Background: an optimization exercise with open tools, aiming at small area and a short achievable clock period. Do not read the settings as production practice. RTL that was checked went through simulation tests only; none was proved equivalent to the original.

==> inputs of nickel <==
// accelerator
module accelerator #(
    parameter MAP_SIZE = 9'h00a,
    parameter k = 9'h003,
    parameter p = 9'h002,
    parameter s = 1,
    parameter ptype = 1,
    parameter act_type = 0,
    parameter N = 8,
    parameter Q = 4,
    parameter AW = 8,
    parameter DW = 8,
    parameter [N-1:0] p_sqr_inv = 8'b00000100
    )(
    input clk,
    input global_rst,
    input ce,
    input [N-1:0] activation,
    input [(k*k)*N-1:0] weight1,
    output [N-1:0] data_out,
    output valid_op,
    output end_op,
    output [N-1:0] conv_out,
    output conv_valid,
    output conv_end
    );
    integer i;
    reg [7:0] w [0:8];
    wire [7:0] wv [0:8];     
    wire [8:0] ws;           
    always @(posedge clk) begin
        for (i = 0; i < 9; i = i + 1) w[i] <= weight1[8*i +: 8];
    end
    genvar gw;
    generate
        for (gw = 0; gw < 9; gw = gw + 1) begin : WDEC
            assign wv[gw] = {w[gw][7] & |w[gw][6:0], w[gw][6:0]};
            assign ws[gw] = w[gw][7];
        end
    endgenerate
    wire x80 = activation[7] & ~|activation[6:0];
    wire [8:0] xb = {activation, 1'b0};
    wire [3:0] e_one, e_two, e_neg;
    genvar gk;
    generate
        for (gk = 0; gk < 4; gk = gk + 1) begin : ENC
            assign e_one[gk] = xb[2*gk+1] ^ xb[2*gk];
            assign e_two[gk] = ((xb[2*gk+2] & ~xb[2*gk+1] & ~xb[2*gk]) |
                                (~xb[2*gk+2] & xb[2*gk+1] & xb[2*gk])) & ~(gk == 3 && x80);
            assign e_neg[gk] = xb[2*gk+2];
        end
    endgenerate
    reg [3:0] l_one, l_two, l_neg;
    reg l_sgn;
    always @(posedge clk or posedge global_rst) begin
        if (global_rst) begin
            l_one <= 4'd0;
            l_two <= 4'd0;
            l_neg <= 4'd0;
            l_sgn <= 1'b0;
  ...
==> module accelerator, before the edit <==
module accelerator #(
    parameter MAP_SIZE = 9'h00a,
    parameter k = 9'h003,
    parameter p = 9'h002,
    parameter s = 1,
    parameter ptype = 1,
    parameter act_type = 0,
    parameter N = 8,
    parameter Q = 4,
    parameter AW = 8,
    parameter DW = 8,
    parameter [N-1:0] p_sqr_inv = 8'b00000100
    )(
    input clk,
    input global_rst,
    input ce,
    input [N-1:0] activation,
    input [(k*k)*N-1:0] weight1,
    output [N-1:0] data_out,
    output valid_op,
    output end_op,
    output [N-1:0] conv_out,
    output conv_valid,
    output conv_end
    );
    integer i;
    reg [7:0] w [0:8];
    wire [7:0] wv [0:8];     
    wire [8:0] ws;           
    always @(posedge clk) begin
        for (i = 0; i < 9; i = i + 1) w[i] <= weight1[8*i +: 8];
    end
    genvar gw;
    generate
        for (gw = 0; gw < 9; gw = gw + 1) begin : WDEC
            assign wv[gw] = {w[gw][7] & |w[gw][6:0], w[gw][6:0]};
            assign ws[gw] = w[gw][7];
        end
    endgenerate
    wire x80 = activation[7] & ~|activation[6:0];
    wire [8:0] xb = {activation, 1'b0};
    wire [3:0] e_one, e_two, e_neg;
    genvar gk;
    generate
        for (gk = 0; gk < 4; gk = gk + 1) begin : ENC
            assign e_one[gk] = xb[2*gk+1] ^ xb[2*gk];
            assign e_two[gk] = ((xb[2*gk+2] & ~xb[2*gk+1] & ~xb[2*gk]) |
                                (~xb[2*gk+2] & xb[2*gk+1] & xb[2*gk])) & ~(gk == 3 && x80);
            assign e_neg[gk] = xb[2*gk+2];
        end
    endgenerate
    reg [3:0] l_one, l_two, l_neg;
    reg l_sgn;
    always @(posedge clk or posedge global_rst) begin
        if (global_rst) begin
            l_one <= 4'd0;
            l_two <= 4'd0;
            l_neg <= 4'd0;
            l_sgn <= 1'b0;
        end else if (ce) begin
            l_one <= e_one;
            l_two <= e_two;
            l_neg <= e_neg;
            l_sgn <= activation[7];
        end
    end
    reg [7:0] mac [0:7];
    reg [7:0] sr1 [0:6];
    reg [7:0] sr2 [0:6];
    wire [7:0] cin_t [0:7];
    wire [7:0] res_t [0:7];
    assign cin_t[0] = 8'd0;
    assign cin_t[1] = mac[0];
    assign cin_t[2] = mac[1];
    assign cin_t[3] = sr1[6];
    assign cin_t[4] = mac[3];
    assign cin_t[5] = mac[4];
    assign cin_t[6] = sr2[6];
    assign cin_t[7] = mac[6];
    genvar gt;
    generate
        for (gt = 0; gt < 8; gt = gt + 1) begin : TAP
            tap_mac t (.one(l_one), .two(l_two), .neg(l_neg), .wv(wv[gt]),
                       .s(l_sgn ^ ws[gt]), .c(cin_t[gt]), .r(res_t[gt]));
        end
    endgenerate
    always @(posedge clk or posedge global_rst) begin
        if (global_rst) mac[0] <= 8'd0;
        else if (ce) mac[0] <= res_t[0];
    end
    always @(posedge clk) begin
        if (ce) begin
            for (i = 1; i < 8; i = i + 1) mac[i] <= res_t[i];
            sr1[0] <= mac[2];
            sr2[0] <= mac[5];
            for (i = 1; i < 7; i = i + 1) begin
                sr1[i] <= sr1[i-1];
                sr2[i] <= sr2[i-1];
            end
        end
    end
    wire [7:0] q8;
    tap_prod tp (.one(e_one), .two(e_two), .neg(e_neg), .wv(wv[8]),
                 .s(activation[7] ^ ws[8]), .q(q8));
    reg [7:0] p8;
    always @(posedge clk) begin
        if (ce) p8 <= q8;
    end
    wire [7:0] res = mac[7] + p8;
    reg [7:0] prev;
    always @(posedge clk) begin
        if (ce) prev <= res;
    end
    reg [4:0] count;
    reg [5:0] out_cnt;
    reg first;       
    reg toggle;
    wire valid = count[4] & (count[3] | (count[2] & count[1]));    
    wire cend = valid & (&out_cnt);
    always @(posedge clk or posedge global_rst) begin
        if (global_rst) begin
            count <= 5'd0;
            out_cnt <= 6'd0;
            first <= 1'b1;
        end else if (ce) begin
            count <= count + 5'd1;
            if (valid) out_cnt <= out_cnt + 6'd1;
            if (&count) first <= 1'b0;
        end
    end
    always @(posedge clk or posedge global_rst) begin
        if (global_rst) toggle <= 1'b0;
        else if (valid) toggle <= ~toggle;
    end
    wire fix = first & (count == 5'd22) & ws[0];
    assign conv_out = toggle ? {res[7] ^ fix, res[6:0]} : prev;
    assign conv_valid = valid;
    assign conv_end = cend;
    wire pce = valid & ~cend;
    reg [3:0] pos;
    reg [2:0] nb;
    reg g;
    reg sel_sr, sel_max;     
    reg rst_m, op_en, load_sr, end_r;
    always @(posedge clk) begin
        if (global_rst) begin
            pos <= 4'd15;
            nb <= 3'd0;
            g <= 1'b0;
            sel_sr <= 1'b0;
            sel_max <= 1'b1;
            rst_m <= 1'b0;
            op_en <= 1'b0;
            load_sr <= 1'b0;
            end_r <= 1'b0;
        end else begin
            op_en <= pce & pos[3] & ~pos[0];
            if (pce) begin
                pos <= pos + 4'd1;
                if (g && nb != 3'd5) nb <= nb + 3'd1;
                end_r <= (nb == 3'd4);
                g <= (pos == 4'd14);
                rst_m <= (pos == 4'd1) | (pos == 4'd3) | (pos == 4'd5) | (pos == 4'd15);
                sel_sr <= (pos == 4'd6) | (pos == 4'd8) | (pos == 4'd10) | (pos == 4'd12);
                sel_max <= ~((pos == 4'd6) | (pos == 4'd8) | (pos == 4'd10) | (pos == 4'd12) | (pos == 4'd14));
                load_sr <= pos[0];
            end
        end
    end
    reg [6:0] maxr;
    reg [6:0] psr [0:3];
    wire [6:0] mux_out = ({7{sel_sr}} & psr[3]) | ({7{sel_max}} & maxr);
    wire take = ~conv_out[7] & (conv_out[6:0] > mux_out);
    wire [6:0] comp = pce ? (take ? conv_out[6:0] : mux_out) : 7'd0;
    always @(posedge clk) begin
        if (global_rst) maxr <= 7'd0;
        else if (pce) maxr <= rst_m ? 7'd0 : comp;
    end
    always @(posedge clk) begin
        if (load_sr) begin
            psr[0] <= comp;
            for (i = 1; i < 4; i = i + 1) psr[i] <= psr[i-1];
        end
    end
    assign data_out = {1'b0, maxr};
    assign valid_op = op_en;
    assign end_op = end_r;
endmodule
Settings: LEC_CHECK=0, CAP_MARGIN=20, CORE_MARGIN=2, CORE_UTILIZATION=70, CTS_CLUSTER_DIAMETER=120, CTS_CLUSTER_SIZE=24, PLACE_DENSITY=0.8, SETUP_SLACK_MARGIN=3.1, SLEW_MARGIN=20, TNS_END_PERCENT=5; clock period 8.0 ns.
standard.sh (not shown) runs the stock make flow with config.mk's settings and CLKGATE_MAP_FILE= SYNTH_SCRIPT=/design/flow/synth_recipe.tcl, a recipe that flattens the netlist after the stock synthesis.
==> flow/flow/run.sh <==
#!/bin/bash
# The standard layout (the standard.sh: ORFS synthesis to finish), except
# that the port buffers are buf_1 cells instead of the cell buffer_ports picks
# by itself (clkdlybuf4s50_1). make's full output goes to standard.log; each
# ORFS step also keeps its own log under orfs/logs/.
set -euo pipefail
bash standard.sh "BUFFER_PORTS_ARGS=-buffer_cell sky130_fd_sc_hd__buf_1" finish > standard.log 2>&1
==> inputs of xenon, as changes to nickel <==
--- a/flow/design.v
+++ b/flow/design.v
@@ -109,3 +109,5 @@
     end
-    wire [7:0] res = mac[7] + p8;
+    wire [7:0] res;
+    wire res_c7;             
+    add8 ra (.a(mac[7]), .b(p8), .s(res), .c7(res_c7));
     reg [7:0] prev;
@@ -173,3 +175,8 @@
     wire [6:0] mux_out = ({7{sel_sr}} & psr[3]) | ({7{sel_max}} & maxr);
-    wire take = ~conv_out[7] & (conv_out[6:0] > mux_out);
+    wire [6:0] cx = mac[7][6:0] ^ p8[6:0] ^ ~mux_out;
+    wire [6:0] cy = (mac[7][6:0] & p8[6:0]) | (mac[7][6:0] & ~mux_out) | (p8[6:0] & ~mux_out);
+    wire [8:0] v = {2'b0, cx} + {1'b0, cy, 1'b0};
+    wire gt_res = ~conv_out[7] & (res_c7 ? v[8] : (v[8] | v[7]));
+    wire gt_prev = ~prev[7] & (prev[6:0] > mux_out);
+    wire take = toggle ? gt_res : gt_prev;
     wire [6:0] comp = pce ? (take ? conv_out[6:0] : mux_out) : 7'd0;
@@ -179,4 +186,7 @@
     end
-    always @(posedge clk) begin
-        if (load_sr) begin
+    wire psr_rst = g && global_rst;
+    always @(posedge clk or posedge psr_rst) begin
+        if (psr_rst) begin
+            for (i = 0; i < 4; i = i + 1) psr[i] <= 7'd0;
+        end else if (load_sr) begin
             psr[0] <= comp;
@@ -300 +310,17 @@
 endmodule
+module add8 (
+    input  [7:0] a,
+    input  [7:0] b,
+    output [7:0] s,
+    output c7
+);
+    wire [7:0] g0 = a & b;
+    wire [7:0] p0 = a ^ b;
+    wire [7:0] g1 = g0 | (p0 & {g0[6:0], 1'b0});
+    wire [7:0] p1 = p0 & {p0[6:0], 1'b1};
+    wire [7:0] g2 = g1 | (p1 & {g1[5:0], 2'b0});
+    wire [7:0] p2 = p1 & {p1[5:0], 2'b11};
+    wire [7:0] g3 = g2 | (p2 & {g2[3:0], 4'b0});
+    assign s = p0 ^ {g3[6:0], 1'b0};
+    assign c7 = g3[6];
+endmodule
--- a/flow/flow/run.sh
+++ b/flow/flow/run.sh
@@ -6,2 +6,2 @@
 set -euo pipefail
-bash standard.sh "BUFFER_PORTS_ARGS=-buffer_cell sky130_fd_sc_hd__buf_1" finish > standard.log 2>&1
+bash standard.sh "BUFFER_PORTS_ARGS=-buffer_cell sky130_fd_sc_hd__buf_1" RECOVER_POWER=100 finish > standard.log 2>&1
--- a/flow/config.mk
+++ b/flow/config.mk
@@ -9,8 +9,5 @@
 export CORE_MARGIN = 2
-export CORE_UTILIZATION = 70
-export CTS_CLUSTER_DIAMETER = 120
-export CTS_CLUSTER_SIZE = 24
-export PLACE_DENSITY = 0.8
-export SETUP_SLACK_MARGIN = 3.1
+export CORE_UTILIZATION = 65
+export PLACE_DENSITY = 0.75
+export SETUP_SLACK_MARGIN = 3.0
 export SLEW_MARGIN = 20
-export TNS_END_PERCENT = 5
==> inputs of maple, as changes to nickel <==
--- a/flow/design.v
+++ b/flow/design.v
@@ -143,3 +143,3 @@
     reg g;
-    reg sel_sr, sel_max;     
+    reg [1:0] sel;
     reg rst_m, op_en, load_sr, end_r;
@@ -150,4 +150,3 @@
             g <= 1'b0;
-            sel_sr <= 1'b0;
-            sel_max <= 1'b1;
+            sel <= 2'd0;
             rst_m <= 1'b0;
@@ -164,4 +163,4 @@
                 rst_m <= (pos == 4'd1) | (pos == 4'd3) | (pos == 4'd5) | (pos == 4'd15);
-                sel_sr <= (pos == 4'd6) | (pos == 4'd8) | (pos == 4'd10) | (pos == 4'd12);
-                sel_max <= ~((pos == 4'd6) | (pos == 4'd8) | (pos == 4'd10) | (pos == 4'd12) | (pos == 4'd14));
+                sel <= (pos == 4'd14) ? 2'b10 :
+                       ((pos == 4'd6) | (pos == 4'd8) | (pos == 4'd10) | (pos == 4'd12)) ? 2'b01 : 2'b00;
                 load_sr <= pos[0];
@@ -172,4 +171,10 @@
     reg [6:0] psr [0:3];
-    wire [6:0] mux_out = ({7{sel_sr}} & psr[3]) | ({7{sel_max}} & maxr);
-    wire take = ~conv_out[7] & (conv_out[6:0] > mux_out);
+    wire [6:0] mux_out = (sel == 2'b01) ? psr[3] : ((sel == 2'b00) ? maxr : 7'd0);
+    wire [7:0] u = mac[7][6:0] + p8[6:0];
+    wire [6:0] cx = mac[7][6:0] ^ p8[6:0] ^ ~mux_out;
+    wire [6:0] cy = (mac[7][6:0] & p8[6:0]) | (mac[7][6:0] & ~mux_out) | (p8[6:0] & ~mux_out);
+    wire [8:0] v = {2'b0, cx} + {1'b0, cy, 1'b0};
+    wire gt_res = ~conv_out[7] & (u[7] ? v[8] : (v[8] | v[7]));
+    wire gt_prev = ~prev[7] & (prev[6:0] > mux_out);
+    wire take = toggle ? gt_res : gt_prev;
     wire [6:0] comp = pce ? (take ? conv_out[6:0] : mux_out) : 7'd0;
@@ -179,4 +184,7 @@
     end
-    always @(posedge clk) begin
-        if (load_sr) begin
+    wire psr_rst = g && global_rst;
+    always @(posedge clk or posedge psr_rst) begin
+        if (psr_rst) begin
+            for (i = 0; i < 4; i = i + 1) psr[i] <= 7'd0;
+        end else if (load_sr) begin
             psr[0] <= comp;
==> flow/run.sh (new file) <==
#!/bin/bash
# synth_recipe.tcl (not shown) runs the flow's synth.tcl, then flattens the netlist and writes it again
# the make line also repeats each setting of config.mk as NAME=value (left out here)
make -C /OpenROAD-flow-scripts/flow DESIGN_CONFIG=/design/flow/config.mk WORK_HOME=/design/flow/orfs CLKGATE_MAP_FILE= SYNTH_SCRIPT=/design/flow/synth_recipe.tcl finish
--- a/flow/config.mk
+++ b/flow/config.mk
@@ -9,8 +9,5 @@
 export CORE_MARGIN = 2
-export CORE_UTILIZATION = 70
-export CTS_CLUSTER_DIAMETER = 120
-export CTS_CLUSTER_SIZE = 24
-export PLACE_DENSITY = 0.8
-export SETUP_SLACK_MARGIN = 3.1
+export CORE_UTILIZATION = 65
+export PLACE_DENSITY = 0.75
+export SETUP_SLACK_MARGIN = 4.0
 export SLEW_MARGIN = 20
-export TNS_END_PERCENT = 5
removed: flow/flow/run.sh
removed: flow/standard.sh
==> inputs of delta, as changes to nickel <==
--- a/flow/config.mk
+++ b/flow/config.mk
@@ -9,8 +9,7 @@
 export CORE_MARGIN = 2
-export CORE_UTILIZATION = 70
+export CORE_UTILIZATION = 65
 export CTS_CLUSTER_DIAMETER = 120
 export CTS_CLUSTER_SIZE = 24
-export PLACE_DENSITY = 0.8
+export PLACE_DENSITY = 0.75
 export SETUP_SLACK_MARGIN = 3.1
 export SLEW_MARGIN = 20
-export TNS_END_PERCENT = 5
==> impl_metrics.toml <==
[cells_and_area]
utilization = 0.716

[floorplan]
die_area_um2 = 39000

[yosys]
synth_mux_area_frac = 0.00888
synth_edf_count = 212

[global_route]
grt_pass1_wl_um = 87300

[status]
status = "complete, no violations"
The numbers above come from delta.

==> impl_metrics.toml <==
[yosys]
yosys-top-cells-area = "edfxtp_1, xnor2_1, fa_1, ha_1, dfxtp_1"
synth_edf_count = 212

[place]
placed_cells = 2724

[status]
status = "complete, no violations"

[global_route]
grt_pass1_wl_um = 88000
The numbers above come from nickel.

==> impl_metrics.toml <==
[status]
status = "complete, no violations"

[yosys]
synth_edf_count = 184

[floorplan]
die_area_um2 = 39900

[critical_path]
cp.depth = 18

[cells_and_area]
utilization = 0.843
The numbers above come from maple.

==> impl_metrics.toml <==
[floorplan]
die_area_um2 = 39800

[status]
so_faults = "capacitance limit, slew limit"
status = "complete, but fails checks"

[yosys]
synth_edf_count = 184
synth_mux_area_frac = 0.0217

[sta]
finalMaxSlewViolations = 336

[route]
drt_iter0_markers = 1583

[cells_and_area]
utilization = 0.719

[flow_run]
drv_cap = 6
The numbers above come from xenon.

For maple, only the layout was checked, not whether the RTL still works.

==> re-timing with driven ports <==
How much do the figures lean on ideal ports? The routed layouts below were timed once more, with nothing changed but the port constraints. Step 1 sets driving cells, clkbuf_16 on the clock port and buf_2 on the other inputs (assumed; they add their load-dependent delay and slew). Step 2 adds t to the input delays and takes it off the output delays; t is the mean of the earliest and latest rising clock arrival at the registers after step 1. Input paths then give back, and output paths get back, about the clock's delay inside the block. a / b / c = no drivers / after step 1 / after step 2; a / b = the first two.
| run | t (ns) | setup slack, ns | worst hold slack (ns) | worst slew at a driven data input, ns |
|---|---|---|---|---|
| nickel | 0.590 | 3.124 / 3.124 / 2.682 | 0.413 / 0.413 / 0.413 | 0.05 |
| xenon | 0.606 | 1.786 / 1.786 / 1.301 | 0.285 / 0.285 / 0.285 | 0.07 |
| maple | 0.622 | 3.228 / 3.228 / 2.867 | 0.411 / 0.411 / 0.411 | 0.15 |
| delta | 0.581 | 3.210 / 3.210 / 2.762 | 0.418 / 0.418 / 0.418 | 0.05 |
The setup slack of xenon, which loses most, moves by 0.000 ns with the drivers and by -0.485 ns with both steps.
